What follows belongs to an exercise in optimizing a design on an open flow for small area and a short achievable clock period; a production flow would make more cautious choices.
The RTL was checked by simulation tests, not by an equivalence proof against the original design.
Power and IR drop assume default switching activity.

==> flow/design.v (outline; a module is shown in full before it is edited, if it fits) <==
// module fir_15: 1815 lines
// module cpa32: 261 lines
// module ost: 422 lines
// module ores: 7 lines
// module rg: 3 lines
// module fa1: 4 lines
// module ha1: 4 lines
module fir_15 #
  (
    parameter integer C_S00_AXIS_TDATA_WIDTH  = 32,
    parameter integer C_M00_AXIS_TDATA_WIDTH  = 32
  )
  (
  input wire  s00_axis_aclk, s00_axis_aresetn,
  input wire  s00_axis_tlast, s00_axis_tvalid,
  input wire [C_S00_AXIS_TDATA_WIDTH-1 : 0] s00_axis_tdata,
  input wire [(C_S00_AXIS_TDATA_WIDTH/8)-1: 0] s00_axis_tstrb,
  output logic  s00_axis_tready,
  input wire  m00_axis_tready,
  output logic  m00_axis_tvalid, m00_axis_tlast,
  output logic [C_M00_AXIS_TDATA_WIDTH-1 : 0] m00_axis_tdata,
  output logic [(C_M00_AXIS_TDATA_WIDTH/8)-1: 0] m00_axis_tstrb
  );
  // ...
==> flow/flow/run.sh <==
#!/bin/bash
# The standard layout (the standard.sh, unchanged synthesis and steps), except that
# the port buffers that global placement inserts are plain sky130_fd_sc_hd__buf_4 cells.
# make's full output goes to standard.log here; each ORFS step keeps its own log under orfs/logs/.
set -euo pipefail
export BUFFER_PORTS_ARGS="-buffer_cell sky130_fd_sc_hd__buf_4"
bash standard.sh > standard.log 2>&1
==> flow/standard.sh <==
#!/bin/bash
# synth_recipe.tcl (not shown) runs the flow's synth.tcl, then flattens the netlist and writes it again
# the make line also repeats each setting of config.mk as NAME=value (left out here)
make -C /OpenROAD-flow-scripts/flow DESIGN_CONFIG=/design/flow/config.mk WORK_HOME=/design/flow/orfs CLKGATE_MAP_FILE= SYNTH_SCRIPT=/design/flow/synth_recipe.tcl "${@:-finish}"
==> flow/config.mk <==
export PLATFORM = sky130hd
export DESIGN_NAME = fir_15
export DESIGN_NICKNAME = fir_15
export VERILOG_FILES = /design/flow/design.v
export SDC_FILE = /design/flow/constraint.sdc
export NUM_CORES = 4
export LEC_CHECK = 0
export CAP_MARGIN = 20
export CORE_MARGIN = 2
export CORE_UTILIZATION = 50
export CTS_BUF_LIST = sky130_fd_sc_hd__clkbuf_8
export SETUP_SLACK_MARGIN = 4.0
export SLEW_MARGIN = 20
export SYNTH_HIERARCHICAL = 1
export SYNTH_MINIMUM_KEEP_SIZE = 0
==> flow/constraint.sdc <==
create_clock -name core_clock -period 7.5 [get_ports {s00_axis_aclk}]
set_input_delay 1.5000 -clock core_clock [delete_from_list [all_inputs] [get_ports {s00_axis_aclk}]]
set_output_delay 1.5000 -clock core_clock [all_outputs]
set_load 0.01 [all_outputs]
==> run notes, run 1 <==
status=complete, no violations; Slew @ Worst Pin=1.28 ns; critical path arrival=2.05 ns; register area=around 0.014 mm²; startpoint types=flop; FMAX=282 MHz; clk root buf=clkbuf_8; Final Cycle Share=47.3%; largest fanout on the critical path=8; leading cell types in the layout, fill and taps excluded=nor2_1, mux2i_1, dfxtp_1; initial core utilization=50.2%; grt total ovfl=0; Max stage delay cell, worst path=dfxtp_4; final hold vios=0; Ports=80; CTS tree=built; first-pass GRT wire length=141000 µm; Hold Crit Endpoint=v[12]; Finished Layout Cells=4703; Non-Clock Buffer Area Fraction=approximately 3.9%; Comb power frac=33.3%; RSZ-0062 raised after global routing=yes; Hold Buf Count CTS=0; CP required=~6 ns; routing usage on met2=37.4%; max reg flops=60; CP Buf/Inv Count=2; Power Internal=7.52 mW; max layer used=met4; Top pwr grp=registers; Setup-failing EPs final=0; final setup TNS=0 ns; ant diodes=3; clk cell area share=roughly 5.3%; Placed Cells incl. Taps=4434; final design utilization=between 50% and 60%; Clock Skew=0.0208 ns; P&R area growth vs syn=14.3%
==> inputs of run 2 (changes only) <==
--- a/flow/config.mk
+++ b/flow/config.mk
@@ -11,3 +11,3 @@
 export CTS_BUF_LIST = sky130_fd_sc_hd__clkbuf_8
-export SETUP_SLACK_MARGIN = 4.0
+export SETUP_SLACK_MARGIN = 4.25
 export SLEW_MARGIN = 20
==> run 2 against run 1 <==
- still clean on timing, DRC and antenna
- sequential power barely moved
- non-clock buffer count up 76
- count of clock-buffer cells in the layout stayed put
- register-to-register slack about the same
- cell count grew 1.6%
- critical path type unchanged
- critical endpoint is now m00_axis_tdata[27]
- highest routed layer unchanged
==> run notes, run 2 <==
status=complete, no violations; Placed Area=0.0416 mm²; clk root buf=clkbuf_8; grt total ovfl=0 (unchanged); RSZ-0062 raised after global routing=yes; GRT Total Usage=21.9%; Max Cap Violations=0; FMAX=281 MHz (about the same); Ports=80 (unchanged); Hold Buf Count CTS=0 (unchanged); antenna-violating nets left=0; largest fanout on the critical path=8 (unchanged); PwrDens=approximately 260 mW/mm²; vias in the first global route=26652; Yosys warnings=7; fin crit period=3.55 ns; startpoint types=flop; Final Cycle Share=47.4% (about the same); Reg with most FFs=s; final instance area=0.0470 mm²; Setup-failing EPs final=0 (unchanged); Via Count=24428; Inserted Clock Buffers=121; Slew @ Worst Pin=1.23 ns (-0.0474 ns); DIE HEIGHT=285 µm; WL final=87300 µm; Multi-input gate area=0.0263 mm²; most common cell after layout, fill and taps aside=nor2_1; P_leak=approximately 22 nW; first-pass GRT wire length=143000 µm (+1.5%); WL per Instance=between 15 and 20 µm; Clock Tree Buf Depth=3; Setup crit end kind=output port; CTS tree=built; register area=0.0136 mm² (+0.16%); pre-CTS setup slack=2.88 ns; Clk Latency, worst-skew pair=0.74 ns; drt first pass iters=5; Slew Viols, Final=0; HPWL after detailed placement=57900 µm; CTS clk-pin slew, worst paths=0.05 ns; WS Path Type=flop to output port; CP required=6.00 ns (about the same); Netlist Area Pre-Place=a little under 0.04 mm²; IO buf count=79; syn_area_per_cell=12.0 µm²; share of cells above drive strength 1=between 10% and 20%; Clock Skew=0.0209 ns (+0.000192 ns); die area=0.0812 mm²; core box area=slightly below 0.08 mm²; P&R area growth vs syn=19.2%; Die X=between 200 and 300 µm; Final Net Count=4415; Site Rows=103; Final WS setup=3.95 ns; Placer Congestion=0.805; initial antenna violation count=2; initial DRC count=1087; Sink Count=676; Post-Syn Instances=~3300; leading cell types in the layout, fill and taps excluded=nor2_1, mux2i_1, dfxtp_1; final hold vios=0 (unchanged); Max rail drop VDD=about 0.17 mV; Hold Crit Class=flop to flop; DRC violations left=0; Slew headroom=a little under a fifth; max reg flops=60 (unchanged); largest net degree at the start of global routing=between 150 and 200; Fillers=6428; vias per cell=5.11; H-tree lvl count=3; critical path arrival=2.05 ns (about the same); initial core utilization=50.2% (unchanged)
## run 2: final cells by class
class | instances | area share [%]
Antenna cell | 2 | 0.0106
Clock buffer | 151 | 4.42
Clock inverter | 66 | 0.660
Inverter | 181 | 1.61
Multi-Input combinational cell | 2413 | 55.9
Sequential cell | 676 | 28.9
Tap cell | 1050 | 2.79
Timing Repair Buffer | 239 | 5.70
## run 2: stage by stage
step                setup TNS, ns  hold WS (ns)  instances  utilization [%]  power [mW]
floorplan                 -296.49         0.454       3295                -        6.75
global placement                0         0.470       4434             52.9        7.54
detailed placement              0         0.480       4434             52.9        7.66
CTS                             0         0.496       4726             58.1        11.6
global route                    0         0.511       4778             59.8        12.9
finish                          0         0.488       4778             59.8        12.1
## run 2: power by group
part	leakage (nW)	total, mW	switching, mW	internal [mW]
sequential	5.53	4.15	0.238	3.92
combinational	14.8	4.59	2.28	2.31
clock	1.41	3.38	1.58	1.80
## run 2: timing repair
action	in CTS	in global routing
gates cloned	2	0
resized for setup	267	225
pin swaps	70	103
endpoints found under the setup margin	210	131
setup buffers	73	50
## run 2: worst max-delay path: stages (launching register included)
cell and delay, ns:
dfxtp_4 0.36, a21o_4 0.21, a21oi_4 0.14, buf_12 0.16
mux2_4 0.33, buf_6 0.12
## run 2: final timing paths
path / from / endpoint / slack, ns / depth (start not counted)
setup / recovery: og[0] / m00_axis_tdata[27] / 3.95 / 5
hold / removal: v[11] / v[12] / 0.49 / 2
setup reg to reg: xr[23] / o1[21] / 4.07 / 14
hold reg to reg: v[11] / v[12] / 0.49 / 2
## run 2: metal layers
layer / wire length, µm / vias up / GRT usage (%)
met1: 38000 / 12361 / 28.7
met2: 44900 / 320 / 38.3
met4: 1970 / 0 / 5.47
li1: - / 11602 / -
met3: 2380 / 145 / 3.11
met5: 0 / - / 0
==> inputs of run 3 (changes only) <==
--- a/flow/config.mk
+++ b/flow/config.mk
@@ -9,5 +9,5 @@
 export CORE_MARGIN = 2
-export CORE_UTILIZATION = 50
+export CORE_UTILIZATION = 75
 export CTS_BUF_LIST = sky130_fd_sc_hd__clkbuf_8
-export SETUP_SLACK_MARGIN = 4.25
+export SETUP_SLACK_MARGIN = 4.0
 export SLEW_MARGIN = 20
==> run 3 against run 2 <==
- still clean on timing, DRC and antenna
- sequential power about the same
- synthesized area unchanged
- count of clock-buffer cells in the layout unchanged
- worst hold slack about the same
- register-to-register slack got worse by 0.09 ns
- via count increased by 2.4%
- critical path depth unchanged
- wire length decreased by 1.3%
- utilization increased by 25 points
- clock power decreased by 1%
- sequential cell count unchanged
- final area decreased by 5.6%
- critical endpoint is now m00_axis_tdata[25]
- largest power group is now registers
- highest routed layer unchanged
==> run notes, run 3 <==
Clock Tree Buf Depth=3 (unchanged); CTS tree=built; Reg with most FFs=s; fin crit period=3.57 ns (+0.0127 ns); Pwr Total=11.4 mW (-6.3%); Clk Latency, worst-skew pair=0.73 ns (about the same); Hold Crit Class=flop to flop; slack of the worst reg-to-reg path=3.98 ns (-0.09 ns); DRC violations left=0 (unchanged); final setup TNS=0 ns (unchanged); Placed Area=0.0410 mm² (-1.3%); Slew headroom=19.9% (+1.9 points); antenna-violating nets left=0 (unchanged); initial core utilization=75.5% (+25 points); Flop pwr share=36.5% (+2.2 points); Setup crit end kind=output port; Setup-failing EPs final=0 (unchanged); Ports=80 (unchanged); leading cell types in the layout, fill and taps excluded=nor2_1, mux2i_1, dfxtp_1; Placer Congestion=0.834 (+3.7%); Clock Skew=0.0328 ns (+0.0119 ns); H-tree lvl count=3 (unchanged); critical path arrival=2.07 ns (+0.02 ns); status=complete, no violations; Power Internal=7.54 mW (-6.0%); most common cell after layout, fill and taps aside=nor2_1; initial DRC count=1437 (+32%); Comb power frac=34.1% (-3.7 points); GRT Total Usage=32.7% (+11 points); CP required=6.00 ns (about the same); initial antenna violation count=1 (-1); worst setup path end=m00_axis_tdata[25]; Slew @ Worst Pin=1.20 ns (-0.0278 ns); FMAX=280 MHz (-0.35%); Netlist Area Pre-Place=0.0395 mm² (unchanged); final hold vios=0 (unchanged); RSZ-0062 raised after global routing=yes; vias in the first global route=27483 (+3.1%); Worst Min Path Start=y2[27]; IO buf count=79 (unchanged); Slew Viols, Final=0 (unchanged); CP Buf/Inv Count=2 (unchanged); max reg flops=60 (unchanged); r2r worst-path depth=12 (-2); ant diodes=0 (-2); Post-Syn Instances=3294 (unchanged); final instance area=0.0444 mm² (-5.6%); grt total ovfl=0 (unchanged); CP delay by family, top=flip-flops; WS Path Type=flop to output port; first-pass GRT wire length=139000 µm (-2.3%); Max Cap Violations=0 (unchanged); share of cells above drive strength 1=12.5% (-6.6 points); DIE HEIGHT=233 µm (-18%); PwrDens=256 mW/mm² (-0.72%); Via Count=25022 (+2.4%); drt first pass iters=5 (unchanged); startpoint types=flop; HPWL after detailed placement=56800 µm (-1.9%); WL per Instance=20.0 µm (+9.4%); Hold Buf Count CTS=0 (unchanged); Inserted Clock Buffers=112 (-7.4%); P&R area growth vs syn=12.5%; Net Sw Power=3.82 mW (-6.8%); Crit path depth=5 (unchanged); Max stage delay cell, worst path=dfxtp_4; Clk pwr share=29.4% (+1.5 points); Final Cycle Share=47.6% (+0.17 points); worst reg2reg path startpoint=xr[15]; Max rail drop VDD=0.198 mV (+16%); worst setup path start=og[0]; Final Net Count=4319 (-2.2%); largest fanout on the critical path=8 (unchanged); critical path, cell by cell=a21o_4 > a21oi_4 > buf_12 > mux2_4 > buf_6; Yosys warnings=7 (unchanged); WL final=86200 µm (-1.3%); P_leak=21.1 nW (-3.1%); largest net degree at the start of global routing=214 (+12%); vias per cell=5.80 (+14%); switching share of power=33.6% (-0.19 points); Sink Count=676 (unchanged); core box area=0.0522 mm² (-34%); Site Rows=84 (-18%); syn_area_per_cell=12.0 µm² (unchanged); Die X=233 µm (-18%); CTS clk-pin slew, worst paths=0.06 ns (about the same); Fillers=2704 (-58%); clk root buf=clkbuf_8; Worst path max stage delay=0.38 ns (+0.02 ns); die area=0.0545 mm² (-33%); reg2reg end=o1[11]
run 3: changes by cell type in the layout (fill, tap and decap cells not counted), moves of 23 or more:
cell / delta
buf_12: -29
ha_1: +36
buf_6: -29
fa_2: -55
buf_4: -29
fa_1: +55
nand2_1: +23
ha_4: -31
run 3: power groups by stage:
stage / clock [mW] / sequential (mW) / combinational, mW
final: 3.34 / 4.14 / 3.87
after floorplan: 0 / 4.19 / 2.57
after global placement: 0 / 4.22 / 3.23
after global routing: 3.54 / 4.18 / 4.27
after CTS: 3.39 / 4.14 / 3.64
after detailed placement: 0 / 4.24 / 3.41
run 3: area by class of cell:
cell class	instances	area, µm²	share of cell area, %
multi-input cells	2413	25400	57.1
flip-flops and latches	676	13600	30.6
clock buffers	151	2080	4.68
repair buffers	152	1540	3.47
well taps	688	861	1.94
inverters	181	696	1.57
clock inverters	51	263	0.592
run 3: worst min-delay path by stage:
| stage | slack (ns) | endpoint | cells after the start |
|---|---|---|---|
| 5_1_grt | 0.51 | s[0] | 2 |
| 4_1_cts | 0.49 | s[52] | 2 |
| 3_5_place_dp | 0.48 | o0[26] | 2 |
| 6_report | 0.49 | y3[27] | 2 |
| 3_3_place_gp | 0.47 | o1[4] | 2 |
| 2_1_floorplan | 0.45 | o0[24] | 2 |
run 3: worst reg2reg max path, stage by stage, from the launching register on:
cell	delay (ns)
dfxtp_2	0.35
buf_12	0.11
inv_6	0.04
fa_1	0.55
ha_4	0.22
fa_1	0.46
ha_2	0.22
fa_2	0.40
fa_1	0.45
a31oi_2	0.24
xnor2_1	0.11
mux2i_1	0.17
nor2_1	0.07
run 3: through the flow:
| step | util (%) | instances | setup slack, ns | hold WS (ns) |
|---|---|---|---|---|
| 2_1_floorplan | - | 3295 | -0.439 | 0.454 |
| 3_3_place_gp | 78.5 | 4065 | 3.01 | 0.467 |
| 3_5_place_dp | 78.5 | 4065 | 2.90 | 0.481 |
| 4_1_cts | 84.3 | 4300 | 3.89 | 0.490 |
| 5_1_grt | 85.0 | 4312 | 3.88 | 0.511 |
| 6_report | 85.0 | 4312 | 3.93 | 0.487 |
run 3: what timing repair did:
action,4_1_cts,5_1_grt
gates cloned,2,1
setup endpoints to repair,200,50
setup buffers,31,11
gates resized for setup,101,62
pin swaps,10,35
run 3: metal layers:
metal / GRT usage, % / part of all wire (%) / vias to the layer above
met2: 58.3 / 53 / 559
li1: - / - / 11433
met3: 4.71 / 3.7 / 217
met5: 0 / 0 / -
met4: 12.0 / 3.7 / 0
met1: 40.5 / 40 / 12813
==> inputs of run 4 (changes only) <==
--- a/flow/config.mk
+++ b/flow/config.mk
@@ -9,3 +9,3 @@
 export CORE_MARGIN = 2
-export CORE_UTILIZATION = 75
+export CORE_UTILIZATION = 65
 export CTS_BUF_LIST = sky130_fd_sc_hd__clkbuf_8
==> run 4 against run 3 <==
- synthesized area stayed put
- cell count is 2.2% higher
- sequential power hardly changed
- power is 2.1% lower
- register-to-register slack better by 0.09 ns
- largest power group unchanged
- die area is 15% higher
- largest cell class unchanged
- sequential share of layout area is 0.14 points lower
- count of clock-buffer cells in the layout is 10 lower
- global-route usage is 5.4 points lower
==> run notes, run 4 <==
status=complete, no violations; largest net degree at the start of global routing=249 (+16%); Setup-failing EPs final=0 (unchanged); leading cell types in the layout, fill and taps excluded=nor2_1, mux2i_1, dfxtp_1; HPWL after detailed placement=56100 µm (-1.3%); Flop pwr share=37.3% (+0.8 points); Via Count=24307 (-2.9%); r2r worst-path depth=12 (unchanged); worst reg2reg path startpoint=xr[4]; RSZ-0062 raised after global routing=yes; Hold Crit Endpoint=c3[1]; Net Sw Power=3.66 mW (-4.1%); CTS tree=built; Power Internal=7.46 mW (-1.1%); WS Path Type=flop to output port; switching share of power=32.9% (-0.70 points); CP required=6.00 ns (about the same); grt total ovfl=0 (unchanged); Final Cycle Share=47.2% (-0.36 points); Ports=80 (unchanged); Hold Buf Count CTS=0 (unchanged); startpoint types=flop; Placed Cells incl. Taps=4166 (+2.5%); Slew Viols, Final=0 (unchanged); Worst Hold Slack=0.492 ns (+0.00479 ns); Slew headroom=16.7% (-3.2 points); FMAX=283 MHz (+0.77%); reg2reg end=o0[7]; clk root buf=clkbuf_8; initial antenna violation count=4 (+3); IO buf count=79 (unchanged); P&R area growth vs syn=12.9%; final instance area=0.0446 mm² (+0.35%); most common cell after layout, fill and taps aside=nor2_1; Hold Crit Class=flop to flop; drt first pass iters=5 (unchanged); vias per cell=5.52 (-5.0%); Setup crit end kind=output port; Sink Count=676 (unchanged); Max Cap Violations=0 (unchanged); critical path arrival=2.04 ns (-0.03 ns); Reg with most FFs=s; GRT Total Usage=27.2% (-5.4 points); max reg flops=60 (unchanged); Clk pwr share=29.4% (about the same); slack of the worst reg-to-reg path=4.07 ns (+0.09 ns); DRC violations left=0 (unchanged); Yosys warnings=7 (unchanged); share of cells above drive strength 1=12.7% (+0.17 points); initial core utilization=65.6% (-9.9 points); syn_area_per_cell=12.0 µm² (unchanged); initial DRC count=1225 (-15%); Hold Crit Depth=2 (unchanged); Placed Area=0.0412 mm² (+0.41%); Max rail drop VDD=0.179 mV (-9.6%); final hold vios=0 (unchanged); P_leak=21.1 nW (about the same); Slew @ Worst Pin=1.25 ns (+0.0475 ns); first-pass GRT wire length=137000 µm (-2.0%); Clk Latency, worst-skew pair=0.72 ns (about the same); DIE HEIGHT=250 µm (+7.3%); antenna-violating nets left=0 (unchanged); die area=0.0627 mm² (+15%); largest fanout on the critical path=8 (unchanged); Inserted Clock Buffers=112 (unchanged); Pwr Total=11.1 mW (-2.1%); core box area=0.0601 mm² (+15%); Clock Tree Buf Depth=3 (unchanged); fin crit period=3.54 ns (-0.0271 ns); Post-Syn Instances=3294 (unchanged); H-tree lvl count=3 (unchanged); Worst Min Path Start=c2[1]; Die X=250 µm (+7.3%); Finished Layout Cells=4407 (+2.2%); WL per Instance=18.6 µm (-7.0%); Final Net Count=4328 (+0.21%); WL final=82000 µm (-4.9%); Netlist Area Pre-Place=0.0395 mm² (unchanged); vias in the first global route=26310 (-4.3%); Clock Skew=0.0379 ns (+0.00506 ns); Site Rows=90 (+7.1%); CTS clk-pin slew, worst paths=0.06 ns (about the same); PwrDens=250 mW/mm² (-2.5%); Placer Congestion=0.792 (-5.0%); Comb power frac=33.4% (-0.7 points)
run 4: power groups by stage:
stage	registers [mW]	clock network, mW	logic (mW)
after floorplan	4.19	0	2.57
after global placement	4.21	0	3.26
after detailed placement	4.23	0	3.39
after CTS	4.15	3.34	3.59
after global routing	4.19	3.51	4.17
final	4.14	3.27	3.71
run 4: how the worst max path moves through the flow:
stage / endpoint / slack (ns) / from
2_1_floorplan: c10[0] / -0.44 / s00_axis_aresetn
3_3_place_gp: o1[13] / 2.98 / s00_axis_tvalid
3_5_place_dp: o1[21] / 2.91 / s00_axis_tvalid
4_1_cts: m00_axis_tdata[25] / 3.91 / og[0]
5_1_grt: m00_axis_tdata[25] / 3.88 / op[1]
6_report: m00_axis_tdata[25] / 3.96 / op[1]
run 4: critical path, stage by stage (launching register included):
cell	delay, ns
dfxtp_2	0.34
a21o_4	0.24
a21oi_4	0.14
buf_12	0.15
mux2_4	0.33
buf_6	0.13
run 4: area by class of cell:
cell class                 count  area [µm²]
multi-input combinational   2413       25400
fill                        4234       15600
sequential                   676       13600
clock buffer                 141        1940
timing repair buffer         161        1640
tap                          782         978
inverter                     181         698
clock inverter                52         310
antenna                        1        2.50
run 4: metal layers:
metal	global-route usage (%)	vias up	routed length, µm
li1	-	11440	-
met1	35.8	12369	34900
met2	47.7	356	42500
met3	3.78	142	2610
met4	6.76	0	1900
met5	0	-	0
run 4: through the flow:
stage	setup TNS [ns]	setup slack, ns	utilization, %
2_1_floorplan	-296.49	-0.439	-
3_3_place_gp	0	2.98	68.5
3_5_place_dp	0	2.91	68.5
4_1_cts	0	3.91	73.3
5_1_grt	0	3.88	74.1
6_report	0	3.96	74.1
run 4: what timing repair did:
item,in CTS,in global routing
gates cloned,1,1
setup buffers,22,23
gates resized for setup,109,73
setup endpoints to repair,116,46
pin swaps,7,30
==> inputs of run 5 (changes only) <==
--- a/flow/config.mk
+++ b/flow/config.mk
@@ -10,3 +10,4 @@
 export CORE_UTILIZATION = 65
-export CTS_BUF_LIST = sky130_fd_sc_hd__clkbuf_8
+export CTS_CLUSTER_DIAMETER = 80
+export CTS_CLUSTER_SIZE = 32
 export SETUP_SLACK_MARGIN = 4.0
==> run 5 against run 4 <==
- synthesized area is the same
- first-iteration DRC count shrank 4.1%
- sequential cell count is the same
- worst hold slack gained 0.012 ns
- non-clock buffer count grew 26
- clock power shrank 24%
- die area is the same
- setup slack gained 0.054 ns
- cell count shrank 2.3%
- sequential power is essentially flat
- critical endpoint is now o1[13]
==> run notes, run 5 <==
initial antenna violation count=2 (-2); leading cell types in the layout, fill and taps excluded=nor2_1, mux2i_1, dfxtp_1; WS Path Type=input port to flop; antenna-violating nets left=0 (unchanged); FMAX=287 MHz (+1.6%); Setup-failing EPs final=0 (unchanged); core box area=0.0601 mm² (unchanged); Slew headroom=17.4% (+0.71 points); first-pass GRT wire length=134000 µm (-1.9%); vias per cell=5.53 (+0.18%); Pwr Total=10.4 mW (-6.4%); largest fanout on the critical path=8 (unchanged); final setup TNS=0 ns (unchanged); drt first pass iters=5 (unchanged); Post-Syn Instances=3294 (unchanged); HPWL after detailed placement=56100 µm (unchanged); startpoint types=input port; Inserted Clock Buffers=37 (-67%); Final Net Count=4279 (-1.1%); IO buf count=79 (unchanged); Final WS setup=4.01 ns (+0.0544 ns); Worst Hold Slack=0.504 ns (+0.0118 ns); Hold Buf Count CTS=0 (unchanged); initial DRC count=1175 (-4.1%); P_leak=20.6 nW (-2.4%); Reg with most FFs=s; DIE HEIGHT=250 µm (unchanged); RSZ-0062 raised after global routing=yes; Netlist Area Pre-Place=0.0395 mm² (unchanged); Site Rows=90 (unchanged); ant diodes=0 (-1); DRC violations left=0 (unchanged); max reg flops=60 (unchanged); die area=0.0627 mm² (unchanged); H-tree lvl count=2 (-1); Clock Skew=0.0245 ns (-0.0134 ns); Placer Congestion=0.792 (unchanged); CTS clk-pin slew, worst paths=0.10 ns (+0.04 ns); fin crit period=3.49 ns (-0.0544 ns); final hold vios=0 (unchanged); PwrDens=237 mW/mm² (-5.0%); WL per Instance=18.9 µm (+1.5%); Sink Count=676 (unchanged); Clk Latency, worst-skew pair=0.61 ns (-0.11 ns); Setup crit end kind=flop; Ports=80 (unchanged); status=complete, no violations; most common cell after layout, fill and taps aside=nor2_1; vias in the first global route=25501 (-3.1%); Via Count=23787 (-2.1%); syn_area_per_cell=12.0 µm² (unchanged); GRT Total Usage=26.8% (-0.42 points); pre-CTS setup slack=2.91 ns (unchanged); Die X=250 µm (unchanged); Final Cycle Share=46.5% (-0.72 points); critical path arrival=3.95 ns (+1.91 ns); largest net degree at the start of global routing=249 (unchanged); clk root buf=clkbuf_16; Hold Crit Class=flop to flop; P&R area growth vs syn=11.3%; Clock Tree Buf Depth=3 (unchanged); Max rail drop VDD=0.176 mV (-1.4%); grt total ovfl=0 (unchanged); share of cells above drive strength 1=11.4% (-1.3 points); WL final=81200 µm (-0.87%); initial core utilization=65.6% (unchanged); CP required=7.97 ns (+1.97 ns); CTS tree=built; Yosys warnings=7 (unchanged); Slew Viols, Final=0 (unchanged); Slew @ Worst Pin=1.24 ns (-0.0106 ns); Max Cap Violations=0 (unchanged)
==> run 5: cell count changes in the layout (fill, tap and decap cells not counted), moves of 6 or more <==
| cell | change |
|---|---|
| clkbuf_8 | -141 |
| clkinv_8 | +6 |
| inv_1 | -41 |
| buf_4 | +25 |
| clkbuf_16 | +39 |
==> run 5: area by class of cell <==
cell class | count | area, µm²
clock buffers | 39 | 976
fillers | 4258 | 16200
flip-flops and latches | 676 | 13600
well taps | 782 | 978
multi-input cells | 2413 | 25400
clock inverters | 27 | 353
inverters | 181 | 706
repair buffers | 187 | 1880
==> run 5: path summary, 6_finish.rpt <==
path	from	end	slack (ns)	cells past startpoint
max	s00_axis_tvalid	o1[13]	4.01	13
min	c2[1]	c2[1]	0.50	2
max reg2reg	xr[2]	y12[30]	4.02	16
min reg2reg	c2[1]	c2[1]	0.50	2
==> run 5: through the flow <==
stage,utilization (%),area (µm²),std cells
after floorplan,-,39500,3295
after global placement,68.5,41200,4166
final,73.0,43900,4305
after detailed placement,68.5,41200,4166
after global routing,73.0,43900,4305
after CTS,71.9,43200,4261
==> run 5: where the power goes <==
| part | switching [mW] | internal (mW) | leakage [nW] |
|---|---|---|---|
| combinational | 1.98 | 1.83 | 14.4 |
| sequential | 0.225 | 3.91 | 5.52 |
| clock | 1.37 | 1.10 | 0.646 |
| total | 3.58 | 6.83 | 20.6 |
==> run 5: critical path: stages <==
cell     delay (ns)
buf_16         0.12
and2_4         0.15
inv_1          0.05
fa_1           0.50
ha_2           0.21
fa_2           0.40
nand3_4        0.10
nand2_2        0.09
fa_2           0.39
a21oi_2        0.13
xnor2_1        0.07
mux2i_1        0.15
nor2_1         0.05
==> run 5: routing by layer <==
layer | GRT usage [%] | share of wire [%]
met5 | 0 | 0
met4 | 6.54 | 2.4
met3 | 3.16 | 3.1
met2 | 47.2 | 52
met1 | 35.6 | 43
==> run 5: what timing repair did <==
action,CTS,global route
cloned,2,1
resized for setup,104,92
pin swaps,8,51
setup buffers,27,43
endpoints found under the setup margin,171,48

[re-timing with driven ports]
In the flow no input, the clock included, has a driving cell. The finished layouts below were timed again as built, in two steps.
Step 1 assumes that a clkbuf_16 drives the clock port and a buf_2 every other input.
Step 2 also shifts input and output timing later by t, the mid clock arrival at the registers, as if the neighbouring blocks saw the same clock.
a / b / c = ideal / step 1 / step 2; a / b = the first two.
run	t (ns)	slack for setup (ns)	hold WS [ns]
run 1	0.793	3.949 / 3.883 / 3.215	0.488 / 0.488 / 0.488
run 2	0.795	3.946 / 3.880 / 3.229	0.488 / 0.488 / 0.488
run 3	0.770	3.933 / 3.874 / 3.106	0.487 / 0.487 / 0.487
run 4	0.768	3.960 / 3.897 / 3.170	0.492 / 0.492 / 0.492
run 5	0.659	4.015 / 3.787 / 3.128	0.504 / 0.504 / 0.504
After both steps setup and hold are still met in every run listed. For run 5, which loses most, drivers alone change the setup slack by -0.228 ns; drivers and shift together by -0.887 ns.
